This is an optimization exercise on Yosys and OpenROAD, whose aim is small area and a short achievable clock period, not a production implementation.
Only simulation tests tie the RTL to the original design; equivalence was not proved.
No activity file was given, so power comes from the tool's default toggle rates.

== P ==
Design FPU_top, start of the top module:
module FPU_top  #(
    parameter NUM_OP    = 1
)(
    input logic                 i_clk           ,
    input logic                 i_rst_n         ,
    input logic [NUM_OP-1:0]    i_add_sub       ,
    input logic [31:0]          i_32_a          ,
    input logic [31:0]          i_32_b          ,
    output logic [31:0]         o_32_s          ,
    output logic                o_ov_flag       ,
    output logic                o_un_flag
);
Size in the first run: about 2300 cells after synthesis, roughly 100 flip-flops, about 100 I/O pins.
clock: 15.0 ns
lec_check: 0
abc_area: 1
cap_margin: 20
core_margin: 2
core_utilization: 40
place_density: 0.6
slew_margin: 20
standard.sh (not shown) runs the stock make flow with config.mk's settings and CLKGATE_MAP_FILE= SYNTH_SCRIPT=/design/flow/synth_recipe.tcl, a recipe that flattens the netlist after the stock synthesis.
==> flow/flow/run.sh <==
#!/bin/bash
set -euo pipefail
bash standard.sh SETUP_SLACK_MARGIN=9.9 "BUFFER_PORTS_ARGS=-buffer_cell sky130_fd_sc_hd__buf_2" finish > standard_flow.log 2>&1
P: full flow OK, the timing, design-rule and antenna checks passed
The inputs of Q differ from those of P as listed below.
==> flow/flow/run.sh <==
#!/bin/bash
set -euo pipefail
bash standard.sh SETUP_SLACK_MARGIN=9.3 "BUFFER_PORTS_ARGS=-buffer_cell sky130_fd_sc_hd__buf_2" finish > standard_flow.log 2>&1
==> run summary <==
Number of gates given a new drive strength after cts for Q: 68% down relative to P. Compared Q vs P, and growth of design area from synthesis to finish is down in Q. Higher count of filler cells inserted in the layout goes to Q over P. Q: done, clean on timing, DRC and antenna. The final reports for Q and P show non-clock inverter total of the final layout lower in the former. Sort P and Q by portion of total power attributed to the clock network asc -> top: P. Going from P to Q, final area shrinks by about 13%.
For R, these inputs were changed with respect to Q:
==> flow/flow/run.sh <==
#!/bin/bash
set -euo pipefail
bash standard.sh SETUP_SLACK_MARGIN=9 "BUFFER_PORTS_ARGS=-buffer_cell sky130_fd_sc_hd__buf_2" finish > standard_flow.log 2>&1
Results
- Diff Q..R | global-route usage over all layers | negligible
- Comparing Q and R, the higher final-layout fill cell count is on R.
- R does better than Q on reported net switching power.
- The worst hold slack on R is in line with that on Q.
Edits applied to the flow inputs when going from R to S:
==> flow/flow/run.sh <==
#!/bin/bash
set -euo pipefail
bash standard.sh SETUP_SLACK_MARGIN=9.3 "BUFFER_PORTS_ARGS=-buffer_cell sky130_fd_sc_hd__buf_1" finish > standard_flow.log 2>&1
==> comparison <==
In the metrics for R and S, the one carrying the higher final area is S. [compare] base=R new=S: initial antenna violation count shows no meaningful change, total routed wire length on the met1 layer shows a reduction of about 2.5%, total power shows an increase of about 1.7%. Between R and S, the share of final layout cell area taken by clock buffers and inverters figures differ only marginally. | final hold slack | R vs S | ≈ equal |.
Modified inputs, T compared to S
Settings: setting CTS_BUF_LIST to sky130_fd_sc_hd__clkbuf_4 sky130_fd_sc_hd__clkbuf_8 for the first time.
==> flow/flow/run.sh <==
#!/bin/bash
set -euo pipefail
bash standard.sh SETUP_SLACK_MARGIN=9.3 "BUFFER_PORTS_ARGS=-buffer_cell sky130_fd_sc_hd__buf_2" finish > standard_flow.log 2>&1
Findings:
On fmax, T and S are neck and neck. Non-clock buffer contribution to total cell area essentially unchanged between S and T. Against S, T reports a smallest hold slack that is higher.

* * *

## indigo
FPU_top, a different RTL version from the one above (not shown whole).
Size in the first run: roughly 2200 cells after synthesis, roughly 100 flip-flops, about 100 I/O pins.
==> flow/config.mk <==
export PLATFORM = sky130hd
export DESIGN_NAME = FPU_top
export DESIGN_NICKNAME = FPU_top
export VERILOG_FILES = /design/flow/design.v
export SDC_FILE = /design/flow/constraint.sdc
export NUM_CORES = 4
export LEC_CHECK = 0
export ABC_AREA = 1
export CAP_MARGIN = 10
export CORE_MARGIN = 2
export CORE_UTILIZATION = 55
export PLACE_DENSITY = 0.75
export SLEW_MARGIN = 10
==> flow/constraint.sdc <==
create_clock -name core_clock -period 15.0 [get_ports {i_clk}]
set_input_delay 3.0000 -clock core_clock [delete_from_list [all_inputs] [get_ports {i_clk}]]
set_output_delay 3.0000 -clock core_clock [all_outputs]
set_load 0.01 [all_outputs]
==> flow/flow/run.sh <==
#!/bin/bash
set -euo pipefail
bash standard.sh SETUP_SLACK_MARGIN=9 "BUFFER_PORTS_ARGS=-buffer_cell sky130_fd_sc_hd__buf_2" finish > standard_flow.log 2>&1
Setup changes, indigo to juniper
Settings: swapping 10 for 20 in CAP_MARGIN; swapping 0.75 for 0.6 in PLACE_DENSITY; swapping 10 for 20 in SLEW_MARGIN; swapping 55 for 40 in CORE_UTILIZATION.
Findings:
Area occupied by multi-input gates is higher on juniper. Going from indigo to juniper, the clock share of power was found to have gone down by 0.3 points. Fraction of the cycle the final worst path needs in juniper is 0.25 points lower than in indigo. Run comparison: juniper critical path's slowest cell sky130_fd_sc_hd__dfrtp_1; indigo critical path's slowest cell sky130_fd_sc_hd__nor3_1. Looking at timing endpoint of the critical path, the o_32_s[20] result is from juniper; the q_exp[3]$_DFF_PN0_ one comes from indigo. ~same number of multi-input combinational cells in the layout in juniper and indigo.
--- input diff juniper..lagoon ---
Settings: removing ABC_AREA (formerly 1).
==> flow/run.sh (new file) <==
#!/bin/bash
# synth_recipe.tcl (not shown) runs the flow's synth.tcl, then flattens the netlist and writes it again
# the make line also repeats each setting of config.mk as NAME=value (left out here)
make -C /OpenROAD-flow-scripts/flow DESIGN_CONFIG=/design/flow/config.mk WORK_HOME=/design/flow/orfs CLKGATE_MAP_FILE= SYNTH_SCRIPT=/design/flow/synth_recipe.tcl finish
removed: flow/flow/run.sh
removed: flow/standard.sh
- Compared with juniper, lagoon shows a lower relative slew slack.
- Comparing juniper and lagoon, sequential share of layout area is higher on juniper.
- Going from juniper to lagoon, wire length grew slightly.
- [lagoon] final critical path time including I/O delays and setup rose 1800 ps relative to juniper
- lagoon falls short of juniper in fmax.
- Compared with juniper, lagoon shows a higher tightest hold margin.
- Largest family of logic cells by synthesized area = simple AND/OR/NAND/NOR gates: juniper; largest family of logic cells by synthesized area = compound AO/OA/AOI/OAI gates: lagoon
- Summary of lagoon over juniper: half-perimeter wire length after placement went down 300 um, critical path data arrival time went up 5060 ps, die footprint went up about 1.4%.
Input changes introduced in violet (baseline for comparison: lagoon):
Settings: ABC_AREA now 1, previously not set.
==> flow/flow/run.sh (new file) <==
#!/bin/bash
set -euo pipefail
bash standard.sh SETUP_SLACK_MARGIN=10 finish > standard_flow.log 2>&1
==> flow/standard.sh (new file) <==
#!/bin/bash
# synth_recipe.tcl (not shown) runs the flow's synth.tcl, then flattens the netlist and writes it again
# the make line also repeats each setting of config.mk as NAME=value (left out here)
make -C /OpenROAD-flow-scripts/flow DESIGN_CONFIG=/design/flow/config.mk WORK_HOME=/design/flow/orfs CLKGATE_MAP_FILE= SYNTH_SCRIPT=/design/flow/synth_recipe.tcl "${@:-finish}"
removed: flow/run.sh
Results
Looking at number of library cell types mapped by synthesis, violet sits 45 lower than lagoon does.
| clock network power share | higher: lagoon |
Re net count of the finished layout: lagoon and violet aren't equal, and the higher value belongs to violet.
Share of power burned in combinational logic: violet vs lagoon up 2.3 points
Total cell area at the placement stage: violet < lagoon

* * *

run 1:
Another version of the RTL of FPU_top (not shown whole).
For scale: roughly 2,200 cells after synthesis, about 110 flip-flops, about 100 I/O pins, roughly 13,000 um^2 of cells after synthesis.
## FPU_top
module FPU_top  #(
    parameter NUM_OP    = 1
)(
    input logic                 i_clk           ,
    input logic                 i_rst_n         ,
    input logic [NUM_OP-1:0]    i_add_sub       ,
    input logic [31:0]          i_32_a          ,
    input logic [31:0]          i_32_b          ,
    output logic [31:0]         o_32_s          ,
    output logic                o_ov_flag       ,
    output logic                o_un_flag
);
export LEC_CHECK = 0
export ABC_AREA = 1
export CAP_MARGIN = 20
export CORE_MARGIN = 2
export CORE_UTILIZATION = 50
export PLACE_DENSITY = 0.65
export SLEW_MARGIN = 20
create_clock -name core_clock -period 15.0 [get_ports {i_clk}]
==> flow/flow/run.sh <==
#!/bin/bash
set -euo pipefail
bash standard.sh SETUP_SLACK_MARGIN=9.8 "BUFFER_PORTS_ARGS=-buffer_cell sky130_fd_sc_hd__buf_2" finish > standard_flow.log 2>&1
Run 1 did not stop at any stage, and its layout met the timing, design-rule and antenna checks.
> inputs changed (run 1 -> run 2)
- changing CORE_UTILIZATION from 50 to 40
- changing PLACE_DENSITY from 0.65 to 0.6
==> flow/flow/run.sh <==
#!/bin/bash
set -euo pipefail
bash standard.sh SETUP_SLACK_MARGIN=9.6 "BUFFER_PORTS_ARGS=-buffer_cell sky130_fd_sc_hd__buf_2" finish > standard_flow.log 2>&1
[summary]
In the reports for run 2 and run 1, the smaller area overhead of the layout relative to synthesis belongs to run 2. Taking run 1 as the reference point, the share of layout cells above drive strength 1 of run 2 falls by 1.1 points. Run 2 vs run 1 — starting density of the core dropped 10 points. Taking run 1 as the reference, in run 2 pin count of the biggest net entering global routing -1.1%; average wire per cell in the routed design -0.57 um. Run 2 vs. run 1: power density normalized to cell area now smaller; final weighted congestion of routability-driven global placement now sits lower; number of cells in the finished layout apart from fillers has increased. When the final numbers for run 2 and run 1 were put side by side, the setup slack turned out to be smaller in run 2. From run 1 to run 2, count of input and output buffers did not move at all. Run 2 vs run 1, last element of the critical path: o_32_s[30] vs o_32_s[26]. In run 2 the post-layout utilization of the core turned out 12 points lower than in run 1.
diff inputs: run 2 => run 3
==> flow/flow/run.sh <==
#!/bin/bash
set -euo pipefail
bash standard.sh SETUP_SLACK_MARGIN=9.8 "BUFFER_PORTS_ARGS=-buffer_cell sky130_fd_sc_hd__buf_2" finish > standard_flow.log 2>&1
==> comparison <==
Lower post-route minimum period among run 3 and run 2: run 3
Between run 3 and run 2, it is run 3 whose number of cells on the critical path is lower, by 1.
Run 3 and run 2 ended up with nearly the same global-route usage over all layers.
Delta (run 3 minus run 2): worst setup skew after layout ~0 delta; total chip power +0.000051 W; worst path arrival time -0.12 ns; clock power share -0.2 points.
Run 2 → run 3: number of filler instances in the final layout dropped 19, per-cell via count in the routed design rose 0.79%, combinational power now sits higher.

* * *

RTL: one of the versions met above, not the one the previous note started from.
Size in the first run: ~2200 cells after synthesis, about 100 flip-flops, about 100 I/O pins, roughly 13000 µm² of cells after synthesis.
Settings: LEC_CHECK=0, ABC_AREA=1, CAP_MARGIN=20, CORE_MARGIN=2, CORE_UTILIZATION=40, PLACE_DENSITY=0.6, SLEW_MARGIN=20; clock period 15.0 ns.
==> flow/flow/run.sh <==
#!/bin/bash
set -euo pipefail
bash standard.sh SETUP_SLACK_MARGIN=9 finish > standard_flow.log 2>&1
Change:
==> flow/run.sh (new file) <==
#!/bin/bash
# synth_recipe.tcl (not shown) runs the flow's synth.tcl, then flattens the netlist and writes it again
# the make line also repeats each setting of config.mk as NAME=value (left out here)
make -C /OpenROAD-flow-scripts/flow DESIGN_CONFIG=/design/flow/config.mk WORK_HOME=/design/flow/orfs CLKGATE_MAP_FILE= SYNTH_SCRIPT=/design/flow/synth_recipe.tcl finish
removed: flow/flow/run.sh
removed: flow/standard.sh
Effect:
- wire length falls by 1.1%
- count of clock-buffer cells in the layout stays the same
- cell area falls by 1.9%
- first-iteration DRC count falls by 15%
- worst setup slack loses 0.34 ns
- synthesized cell count stays the same
- sequential share of layout area rises by 0.26 points
- power falls by 1.3%

* * *

FPU_top with an RTL version that a note above also has.
Size in the first run: roughly 2300 cells after synthesis, ~100 I/O pins, roughly 0.013 mm2 of cells after synthesis.
==> flow/config.mk <==
export PLATFORM = sky130hd
export DESIGN_NAME = FPU_top
export DESIGN_NICKNAME = FPU_top
export VERILOG_FILES = /design/flow/design.v
export SDC_FILE = /design/flow/constraint.sdc
export NUM_CORES = 4
export LEC_CHECK = 0
export ABC_AREA = 1
export CAP_MARGIN = 20
export CORE_MARGIN = 2
export CORE_UTILIZATION = 40
export PLACE_DENSITY = 0.6
export SLEW_MARGIN = 20
==> flow/constraint.sdc <==
create_clock -name core_clock -period 15.0 [get_ports {i_clk}]
set_input_delay 3.0000 -clock core_clock [delete_from_list [all_inputs] [get_ports {i_clk}]]
set_output_delay 3.0000 -clock core_clock [all_outputs]
set_load 0.01 [all_outputs]
==> flow/flow/run.sh <==
#!/bin/bash
set -euo pipefail
bash standard.sh SETUP_SLACK_MARGIN=9.4 "BUFFER_PORTS_ARGS=-buffer_cell sky130_fd_sc_hd__buf_2" finish > standard_flow.log 2>&1
Then changed:
==> flow/flow/run.sh (replaced) <==
#!/bin/bash
set -euo pipefail
bash standard.sh SETUP_SLACK_MARGIN=9.6 "BUFFER_PORTS_ARGS=-buffer_cell sky130_fd_sc_hd__buf_2" finish > standard_flow.log 2>&1
Synthesized area is unchanged. Register-to-register slack gets better by 0.30 ns. Synthesized cell count does not change. Routed wire length increases by 2.2%. First-iteration DRC count increases by 0.62%. Hold slack is about the same.
Then changed:
==> flow/flow/run.sh (replaced) <==
#!/bin/bash
set -euo pipefail
bash standard.sh SETUP_SLACK_MARGIN=9.3 SETUP_MOVE_SEQUENCE=unbuffer,sizeup,swap,clone,split "BUFFER_PORTS_ARGS=-buffer_cell sky130_fd_sc_hd__buf_2" finish > standard_flow.log 2>&1
=> Synthesized area stays the same; first-iteration DRC count fell by a little under a tenth; register-to-register slack got worse by 0.49 ns; maximum frequency rises slightly; wire length went down by a few percent; die area does not change; final cell count falls by a few percent.

* * *

FPU_top with an RTL version that a note above also has.
For scale: ~2200 cells after synthesis, ~110 flip-flops, ~13000 um^2 of cells after synthesis.
export LEC_CHECK = 0
export ABC_AREA = 1
export CAP_MARGIN = 20
export CORE_MARGIN = 2
export CORE_UTILIZATION = 40
export PLACE_DENSITY = 0.6
export SLEW_MARGIN = 20
create_clock -name core_clock -period 15.0 [get_ports {i_clk}]
==> flow/flow/run.sh <==
#!/bin/bash
set -euo pipefail
bash standard.sh SETUP_SLACK_MARGIN=9.3 "BUFFER_PORTS_ARGS=-buffer_cell sky130_fd_sc_hd__buf_2" finish > standard_flow.log 2>&1
==> next run, changes <==
==> flow/flow/run.sh (replaced) <==
#!/bin/bash
set -euo pipefail
bash standard.sh SETUP_SLACK_MARGIN=10.1 "BUFFER_PORTS_ARGS=-buffer_cell sky130_fd_sc_hd__buf_2" finish > standard_flow.log 2>&1
After rerunning: First-iteration DRC count went up by 7.3%. Synthesized area does not change. Combinational power went up by 13%. Setup slack improved by 0.23 ns. Worst hold slack hardly moves.

* * *

FPU_top, a different RTL version from the one above (not shown whole).
For scale: about 2300 cells after synthesis, about 110 flip-flops, ~100 I/O pins, about 13000 sq um of cells after synthesis.
// FPU_top
module FPU_top  #(
    parameter NUM_OP    = 1
)(
    input logic                 i_clk           ,
    input logic                 i_rst_n         ,
    input logic [NUM_OP-1:0]    i_add_sub       ,
    input logic [31:0]          i_32_a          ,
    input logic [31:0]          i_32_b          ,
    output logic [31:0]         o_32_s          ,
    output logic                o_ov_flag       ,
    output logic                o_un_flag
);
Settings: LEC_CHECK=0, ABC_AREA=1, CAP_MARGIN=20, CORE_MARGIN=2, CORE_UTILIZATION=40, PLACE_DENSITY=0.6, SLEW_MARGIN=20; clock period 15.0 ns.
==> flow/flow/run.sh <==
#!/bin/bash
set -euo pipefail
bash standard.sh SETUP_SLACK_MARGIN=9.7 "BUFFER_PORTS_ARGS=-buffer_cell sky130_fd_sc_hd__buf_2" finish > standard_flow.log 2>&1
Change:
==> flow/flow/run.sh (replaced) <==
#!/bin/bash
set -euo pipefail
bash standard.sh SETUP_SLACK_MARGIN=9.8 "BUFFER_PORTS_ARGS=-buffer_cell sky130_fd_sc_hd__buf_2" finish > standard_flow.log 2>&1
CORE_UTILIZATION = 45   (was 40)
PLACE_DENSITY = 0.7   (was 0.6)
- The changed run finished clean
- setup slack is better by 9.9 ps
- clock power increases by a few percent
- clock skew is about the same
- core utilization increases by 6.1 points
- non-clock buffer count rises by 9
- final cell count shrinks slightly
- critical path depth is unchanged

==> static timing again, ports no longer ideal <==
The flow's constraints put no driver on any port. The routed layouts listed below were extracted and timed again, unchanged, in two steps.
Step 1, drivers: a clkbuf_16 drives i_clk and a buf_2 each remaining input, both assumed.
Step 2 times the ports against the registers' clock, not the clock port: input delays grow and output delays shrink by t, the midpoint of the rising clock arrivals with the driver on.
Three values: ideal, step 1, step 2; two values: the first two.
| run | shift t [ns] | slack for setup (ns) | hold slack, ns | worst setup path at the end | slew at the worst register clock pin (ns) |
|---|---|---|---|---|---|
| P | 0.412 | 9.255 / 9.205 / 9.617 | 0.333 / 0.333 / 0.333 | register to output | 0.08 / 0.08 |
| Q | 0.417 | 9.497 / 9.447 / 9.238 | 0.329 / 0.329 / 0.329 | input to register | 0.08 / 0.08 |
| R | 0.414 | 9.232 / 9.183 / 9.251 | 0.329 / 0.329 / 0.329 | input to register | 0.08 / 0.08 |
| S | 0.411 | 9.418 / 9.370 / 9.253 | 0.328 / 0.328 / 0.328 | input to register | 0.08 / 0.08 |
| T | 0.442 | 9.418 / 9.373 / 9.311 | 0.335 / 0.335 / 0.335 | input to register | 0.11 / 0.11 |
| indigo | 0.402 | 9.267 / 9.242 / 9.267 | 0.328 / 0.328 / 0.328 | register to register | 0.08 / 0.08 |
| juniper | 0.409 | 9.305 / 9.259 / 9.232 | 0.331 / 0.331 / 0.331 | input to register | 0.07 / 0.07 |
| lagoon | 0.421 | 7.505 / 7.505 / 7.505 | 0.335 / 0.335 / 0.335 | register to register | 0.08 / 0.08 |
| violet | 0.416 | 9.473 / 9.422 / 9.677 | 0.332 / 0.332 / 0.332 | input to register | 0.08 / 0.08 |
| run 1 | 0.412 | 9.874 / 9.821 / 9.612 | 0.331 / 0.331 / 0.331 | input to register | 0.08 / 0.08 |
| run 2 | 0.412 | 9.725 / 9.679 / 9.471 | 0.329 / 0.329 / 0.329 | input to register | 0.08 / 0.08 |
| run 3 | 0.413 | 9.852 / 9.806 / 9.654 | 0.328 / 0.328 / 0.328 | input to register | 0.08 / 0.08 |
| the first run of note 4 | 0.412 | 8.929 / 8.882 / 8.989 | 0.336 / 0.336 / 0.336 | input to register | 0.07 / 0.07 |
| the second run of note 4 | 0.411 | 8.587 / 8.541 / 8.678 | 0.336 / 0.336 / 0.336 | register to register | 0.07 / 0.07 |
| the first run of note 5 | 0.415 | 9.443 / 9.394 / 9.465 | 0.329 / 0.329 / 0.329 | input to register | 0.08 / 0.08 |
| the second run of note 5 | 0.418 | 9.358 / 9.306 / 9.487 | 0.329 / 0.329 / 0.329 | input to register | 0.08 / 0.08 |
| the third run of note 5 | 0.416 | 9.396 / 9.347 / 9.286 | 0.329 / 0.329 / 0.329 | input to register | 0.08 / 0.08 |
| the first run of note 6 | 0.412 | 9.663 / 9.616 / 9.393 | 0.329 / 0.329 / 0.329 | input to register | 0.08 / 0.08 |
| the second run of note 6 | 0.416 | 9.897 / 9.850 / 9.862 | 0.329 / 0.329 / 0.329 | input to register | 0.08 / 0.08 |
| the first run of note 7 | 0.412 | 9.915 / 9.864 / 9.546 | 0.367 / 0.367 / 0.367 | input to register | 0.08 / 0.08 |
| the second run of note 7 | 0.410 | 9.925 / 9.879 / 9.585 | 0.358 / 0.358 / 0.358 | input to register | 0.07 / 0.07 |
After both steps every run listed still meets setup and hold. For the first run of note 7, which loses most, drivers alone change the setup slack by -0.051 ns; drivers and shift together by -0.369 ns.
